From an optimization exercise on the open Yosys and OpenROAD flow, aimed at small area; shortcuts taken in it are not production practice. The RTL was checked by simulation tests, not by an equivalence proof against the original design. No driver is modelled on the clock port, so clocking that relies on it looks cheaper here than on a real chip.

the baseline:
==> module mkmif, before the edit <==
module mkmif(
             input wire           clk,
             input wire           reset_n,
             output wire          spi_sclk,
             output wire          spi_cs_n,
             input wire           spi_do,
             output wire          spi_di,
             input wire           cs,
             input wire           we,
             input wire  [7 : 0]  address,
             input wire  [31 : 0] write_data,
             output wire [31 : 0] read_data
            );
  localparam ADDR_NAME0       = 8'h00;
  localparam ADDR_NAME1       = 8'h01;
  localparam ADDR_VERSION     = 8'h02;
  localparam ADDR_CTRL        = 8'h08;
  localparam ADDR_STATUS      = 8'h09;
  localparam ADDR_SCLK_DIV    = 8'h0a;
  localparam ADDR_EMEM_ADDR   = 8'h10;
  localparam ADDR_EMEM_DATA   = 8'h20;
  localparam DEFAULT_SCLK_DIV = 16'h0020;
  localparam CORE_NAME0   = 32'h6d6b6d69;  
  localparam CORE_NAME1   = 32'h66202020;  
  localparam CORE_VERSION = 32'h302e3130;  
  localparam CTRL_RDYA  = 3'h0;
  localparam CTRL_RDYB  = 3'h1;
  localparam CTRL_SET   = 3'h2;
  localparam CTRL_START = 3'h3;
  localparam CTRL_CSL   = 3'h4;
  localparam CTRL_CMPL  = 3'h5;
  localparam CTRL_WAIT  = 3'h6;
  localparam CTRL_DONE  = 3'h7;
  reg  [2 : 0]  ctrl_reg;
  reg  [2 : 0]  ctrl_new;
  reg  [2 : 0]  op_reg;          
  reg           valid_reg;
  reg           sclk_reg;
  reg  [15 : 0] sclk_div_reg;
  reg  [15 : 0] addr_reg;
  reg           addr_ok_reg;     
  reg  [31 : 0] wdata_reg;
  reg           wdata_ok_reg;    
  reg  [31 : 0] rdata_reg;
  reg           rdata_ok_reg;    
  reg  [47 : 0] shift_reg;
  reg  [15 : 0] div_reg;
  reg  [15 : 0] clk_ctr_reg;
  reg  [5 : 0]  bit_ctr_reg;
  reg           do_sample0_reg;
  reg           do_sample1_reg;
  wire bus_wr    = cs & we;
  wire bus_rd    = cs & ~we;
  wire is_init   = op_reg[2];
  wire is_write  = op_reg[1] & ~op_reg[2];
  wire pending   = |op_reg;
  wire st_ready  = (ctrl_reg == CTRL_RDYA) | (ctrl_reg == CTRL_RDYB);
  wire st_set    = ctrl_reg == CTRL_SET;
  wire st_start  = ctrl_reg == CTRL_START;
  wire st_wait   = ctrl_reg == CTRL_WAIT;
  wire st_cmpl   = ctrl_reg == CTRL_CMPL;
  wire accept    = st_ready & pending;
  wire load_op   = (st_ready & ~pending) | st_cmpl;
  wire tick      = clk_ctr_reg == div_reg;
  wire fall      = st_wait & tick & sclk_reg;
  wire shift     = fall & (is_init | (bit_ctr_reg[5 : 3] != 3'h0));
  wire sr_hold   = ~(st_set | shift);
  wire set_addr  = st_set & addr_ok_reg;
  wire set_data  = st_set & wdata_ok_reg & is_write;
  wire done      = is_init ? bit_ctr_reg[4] : (&bit_ctr_reg[5 : 3]);
  reg           di;
  assign spi_sclk = sclk_reg;
  assign spi_cs_n = ~(ctrl_reg[2] & ctrl_reg[1]);
  assign spi_di   = di;
  always @ (posedge clk or negedge reset_n)
    begin
      if (!reset_n)
        begin
          ctrl_reg     <= CTRL_RDYA;
          op_reg       <= 3'b100;
          valid_reg    <= 1'b0;
          sclk_reg     <= 1'b0;
          sclk_div_reg <= DEFAULT_SCLK_DIV;
          addr_ok_reg  <= 1'b0;
          wdata_ok_reg <= 1'b0;
          rdata_ok_reg <= 1'b0;
        end
      else
        begin
          ctrl_reg <= ctrl_new;
          if (load_op)
            op_reg <= (bus_wr && (address == ADDR_CTRL)) ? write_data[2 : 0] : 3'h0;
          if (accept & op_reg[0])
            valid_reg <= 1'b0;
          else if (st_cmpl)
            valid_reg <= 1'b1;
          if (st_start)
            sclk_reg <= 1'b0;
          else if (st_wait & tick)
            sclk_reg <= ~sclk_reg;
          if (bus_wr && (address == ADDR_SCLK_DIV))
            sclk_div_reg <= write_data[15 : 0];
          if (bus_wr && (address == ADDR_EMEM_ADDR))
            addr_ok_reg <= 1'b1;
          if (bus_wr && (address == ADDR_EMEM_DATA))
            wdata_ok_reg <= 1'b1;
          if (st_cmpl)
            rdata_ok_reg <= 1'b1;
        end
    end
  always @ (posedge clk)
    begin
      do_sample0_reg <= spi_do;
      do_sample1_reg <= do_sample0_reg;
      if (bus_wr && (address == ADDR_EMEM_ADDR))
        addr_reg <= write_data[15 : 0];
      if (bus_wr && (address == ADDR_EMEM_DATA))
        wdata_reg <= write_data;
      if (st_cmpl)
        rdata_reg <= shift_reg[31 : 0];
      if (st_set)
        begin
          div_reg       <= sclk_div_reg;
        end
      shift_reg <= {({16{set_addr}} & addr_reg), ({32{set_data}} & wdata_reg)} |
                   ({48{shift}}   & {shift_reg[46 : 0], do_sample1_reg}) |
                   ({48{sr_hold}} & shift_reg);
      if (!st_wait || tick)
        clk_ctr_reg <= 16'h0;
      else
        clk_ctr_reg <= clk_ctr_reg + 1'b1;
      if (!st_wait)
        bit_ctr_reg <= 6'h0;
      else if (fall)
        bit_ctr_reg <= bit_ctr_reg + 1'b1;
    end
  always @*
    begin : ctrl
      case (ctrl_reg)
        CTRL_RDYA, CTRL_RDYB: ctrl_new = pending ? CTRL_SET : CTRL_RDYB;
        CTRL_SET:             ctrl_new = CTRL_START;
        CTRL_START:           ctrl_new = CTRL_CSL;
        CTRL_CSL:             ctrl_new = CTRL_WAIT;
        CTRL_WAIT:            ctrl_new = done ? CTRL_DONE : CTRL_WAIT;
        CTRL_DONE:            ctrl_new = CTRL_CMPL;
        default:              ctrl_new = CTRL_RDYA;
      endcase
    end
  always @*
    begin : di_gen
      if (is_init)
        di = (bit_ctr_reg == 6'd7) | (bit_ctr_reg == 6'd9) | (bit_ctr_reg == 6'd15);
      else if (bit_ctr_reg[5 : 3] == 3'h0)
        di = (bit_ctr_reg[2 : 0] == 3'd6) | ((bit_ctr_reg[2 : 0] == 3'd7) & ~op_reg[1]);
      else
        di = shift_reg[47];
    end
  reg [31 : 0] tmp_read_data;
  always @*
    begin : api
      tmp_read_data = 32'h0;
      if (bus_rd)
        begin
          case (address)
            ADDR_NAME0:     tmp_read_data = CORE_NAME0;
            ADDR_NAME1:     tmp_read_data = CORE_NAME1;
            ADDR_VERSION:   tmp_read_data = CORE_VERSION;
            ADDR_STATUS:    tmp_read_data = {30'h0, valid_reg, (ctrl_reg == CTRL_RDYB)};
            ADDR_SCLK_DIV:  tmp_read_data = {16'h0, sclk_div_reg};
            ADDR_EMEM_ADDR: tmp_read_data = addr_ok_reg ? {16'h0, addr_reg} : 32'h0;
            ADDR_EMEM_DATA: tmp_read_data = rdata_ok_reg ? rdata_reg : 32'h0;
            default:        tmp_read_data = 32'h0;
          endcase
        end
    end
  assign read_data = tmp_read_data;
endmodule  
==> flow/config.mk <==
export PLATFORM = sky130hd
export DESIGN_NAME = mkmif
export DESIGN_NICKNAME = mkmif
export VERILOG_FILES = /design/flow/design.v
export SDC_FILE = /design/flow/constraint.sdc
export NUM_CORES = 4
export LEC_CHECK = 0
export CAP_MARGIN = 20
export CORE_MARGIN = 2
export CORE_UTILIZATION = 40
export CTS_BUF_LIST = sky130_fd_sc_hd__clkbuf_8
export SLEW_MARGIN = 20
==> flow/constraint.sdc <==
create_clock -name core_clock -period 6.0 [get_ports {clk}]
set_input_delay 1.2000 -clock core_clock [delete_from_list [all_inputs] [get_ports {clk}]]
set_output_delay 1.2000 -clock core_clock [all_outputs]
set_load 0.01 [all_outputs]
standard.sh (not shown) runs the stock make flow with config.mk's settings and CLKGATE_MAP_FILE= SYNTH_SCRIPT=/design/flow/synth_recipe.tcl, a recipe that flattens the netlist after the stock synthesis.
==> flow/flow/run.sh <==
#!/bin/bash
# The standard layout (standard.sh, standard synthesis unchanged) with:
# - the combinational logic remapped for area after floorplan (flow/post_floorplan.tcl),
# - port buffers made from the smallest buffer cell (buf_1),
# - clock tree synthesis without dummy load cells,
# - after CTS, cells downsized where slack, slew and capacitance margins allow (flow/area_recover.tcl).
# Each make step's full log stays under orfs/logs/; standard.sh's own output goes to standard.log.
set -euo pipefail
HERE=$(pwd)
export BUFFER_PORTS_ARGS="-buffer_cell sky130_fd_sc_hd__buf_1"
export CTS_ARGS="-sink_clustering_enable -repair_clock_nets -dont_use_dummy_load -buf_list sky130_fd_sc_hd__clkbuf_8"
# The library that restructure hands to ABC, without the platform's don't-use cells.
python3 flow/filter_lib.py "$FLOW_HOME/platforms/sky130hd/lib/sky130_fd_sc_hd__tt_025C_1v80.lib" "$HERE/abc_lib.lib" \
  'sky130_fd_sc_hd__probe*' 'sky130_fd_sc_hd__lpflow_*' > filter_lib.log 2>&1
export RS_LIB="$HERE/abc_lib.lib"
export POST_FLOORPLAN_TCL="$HERE/flow/post_floorplan.tcl"
export POST_CTS_TCL="$HERE/flow/post_cts.tcl"
bash standard.sh > standard.log 2>&1
rm -f abc_lib.lib
Other scripts of this flow, unchanged in this note and not shown: flow/flow/area_recover.tcl, flow/flow/filter_lib.py, flow/flow/post_cts.tcl, flow/flow/post_floorplan.tcl
Modified inputs, the candidate compared to the baseline
diff --git a/flow/design.v b/flow/design.v
--- a/flow/design.v
+++ b/flow/design.v
@@ -40,13 +40,16 @@
   reg  [15 : 0] addr_reg;
   reg           addr_ok_reg;     
   reg  [31 : 0] wdata_reg;
   reg           wdata_ok_reg;    
   reg  [31 : 0] rdata_reg;
   reg           rdata_ok_reg;    
+  reg           rdata_hi_ok_reg;  
   reg  [47 : 0] shift_reg;
+  reg           addr_ok_snap;
+  reg           wdata_ok_snap;
   reg  [15 : 0] div_reg;
   reg  [15 : 0] clk_ctr_reg;
   reg  [5 : 0]  bit_ctr_reg;
   reg           do_sample0_reg;
   reg           do_sample1_reg;
   wire bus_wr    = cs & we;
@@ -62,14 +65,12 @@
   wire accept    = st_ready & pending;
   wire load_op   = (st_ready & ~pending) | st_cmpl;
   wire tick      = clk_ctr_reg == div_reg;
   wire fall      = st_wait & tick & sclk_reg;
   wire shift     = fall & (is_init | (bit_ctr_reg[5 : 3] != 3'h0));
   wire sr_hold   = ~(st_set | shift);
-  wire set_addr  = st_set & addr_ok_reg;
-  wire set_data  = st_set & wdata_ok_reg & is_write;
   wire done      = is_init ? bit_ctr_reg[4] : (&bit_ctr_reg[5 : 3]);
   reg           di;
   assign spi_sclk = sclk_reg;
   assign spi_cs_n = ~(ctrl_reg[2] & ctrl_reg[1]);
   assign spi_di   = di;
   always @ (posedge clk or negedge reset_n)
@@ -81,12 +82,13 @@
           valid_reg    <= 1'b0;
           sclk_reg     <= 1'b0;
           sclk_div_reg <= DEFAULT_SCLK_DIV;
           addr_ok_reg  <= 1'b0;
           wdata_ok_reg <= 1'b0;
           rdata_ok_reg <= 1'b0;
+          rdata_hi_ok_reg <= 1'b0;
         end
       else
         begin
           ctrl_reg <= ctrl_new;
           if (load_op)
             op_reg <= (bus_wr && (address == ADDR_CTRL)) ? write_data[2 : 0] : 3'h0;
@@ -102,13 +104,16 @@
             sclk_div_reg <= write_data[15 : 0];
           if (bus_wr && (address == ADDR_EMEM_ADDR))
             addr_ok_reg <= 1'b1;
           if (bus_wr && (address == ADDR_EMEM_DATA))
             wdata_ok_reg <= 1'b1;
           if (st_cmpl)
-            rdata_ok_reg <= 1'b1;
+            begin
+              rdata_ok_reg    <= 1'b1;
+              rdata_hi_ok_reg <= ~is_init;
+            end
         end
     end
   always @ (posedge clk)
     begin
       do_sample0_reg <= spi_do;
       do_sample1_reg <= do_sample0_reg;
@@ -118,14 +123,16 @@
         wdata_reg <= write_data;
       if (st_cmpl)
         rdata_reg <= shift_reg[31 : 0];
       if (st_set)
         begin
           div_reg       <= sclk_div_reg;
+          addr_ok_snap  <= addr_ok_reg;
+          wdata_ok_snap <= wdata_ok_reg;
         end
-      shift_reg <= {({16{set_addr}} & addr_reg), ({32{set_data}} & wdata_reg)} |
+      shift_reg <= ({48{st_set}}  & {addr_reg, wdata_reg}) |
                    ({48{shift}}   & {shift_reg[46 : 0], do_sample1_reg}) |
                    ({48{sr_hold}} & shift_reg);
       if (!st_wait || tick)
         clk_ctr_reg <= 16'h0;
       else
         clk_ctr_reg <= clk_ctr_reg + 1'b1;
@@ -149,14 +156,16 @@
   always @*
     begin : di_gen
       if (is_init)
         di = (bit_ctr_reg == 6'd7) | (bit_ctr_reg == 6'd9) | (bit_ctr_reg == 6'd15);
       else if (bit_ctr_reg[5 : 3] == 3'h0)
         di = (bit_ctr_reg[2 : 0] == 3'd6) | ((bit_ctr_reg[2 : 0] == 3'd7) & ~op_reg[1]);
+      else if (bit_ctr_reg < 6'd24)
+        di = shift_reg[47] & addr_ok_snap;
       else
-        di = shift_reg[47];
+        di = shift_reg[47] & wdata_ok_snap & op_reg[1];
     end
   reg [31 : 0] tmp_read_data;
   always @*
     begin : api
       tmp_read_data = 32'h0;
       if (bus_rd)
@@ -165,13 +174,14 @@
             ADDR_NAME0:     tmp_read_data = CORE_NAME0;
             ADDR_NAME1:     tmp_read_data = CORE_NAME1;
             ADDR_VERSION:   tmp_read_data = CORE_VERSION;
             ADDR_STATUS:    tmp_read_data = {30'h0, valid_reg, (ctrl_reg == CTRL_RDYB)};
             ADDR_SCLK_DIV:  tmp_read_data = {16'h0, sclk_div_reg};
             ADDR_EMEM_ADDR: tmp_read_data = addr_ok_reg ? {16'h0, addr_reg} : 32'h0;
-            ADDR_EMEM_DATA: tmp_read_data = rdata_ok_reg ? rdata_reg : 32'h0;
+            ADDR_EMEM_DATA: tmp_read_data = {(rdata_hi_ok_reg ? rdata_reg[31 : 16] : 16'h0),
+                                              (rdata_ok_reg ? rdata_reg[15 : 0] : 16'h0)};
             default:        tmp_read_data = 32'h0;
           endcase
         end
     end
   assign read_data = tmp_read_data;
 endmodule  
### Flow results
The relative area change from synthesis to final layout on the baseline is in line with that on the candidate. For routed length on met3, dividing the value from the baseline by the value from the candidate gives 0.886. | cell area reported after detailed placement | the candidate vs the baseline | ≈ equal |. Measured slew at the worst slew-check pin: the baseline and the candidate compared, lower one is the candidate. The candidate leaves more setup margin than the baseline. There was hardly any difference in synthesized cell area between the candidate and the baseline. Diff the baseline -> the candidate: count of non-filler cells in the finished layout fell about 1.7%, overall routed net length fell 5.3%.

port drivers added, routing unchanged:
The flow's constraints put no driver on any port. The routed layouts listed below were extracted and timed again, unchanged, in two steps.
Step 1, drivers: a clkbuf_16 drives clk and a buf_2 each remaining input, both assumed.
Step 2 also shifts input and output timing later by t, the mid clock arrival at the registers, as if the neighbouring blocks saw the same clock.
a / b / c = no drivers / after step 1 / after step 2; a / b = the first two.
run | shift t [ns] | setup WS [ns] | hold WS [ns] | cell pins on the clock port's net
the baseline | 0.485 | 0.766 / 0.741 / 0.741 | 0.338 / 0.338 / 0.338 | 1
the candidate | 0.479 | 0.891 / 0.868 / 0.868 | 0.318 / 0.318 / 0.318 | 1
After both steps every run listed still meets setup and hold. The setup slack of the baseline, which loses most, moves by -0.025 ns with the drivers and by -0.025 ns with both steps.
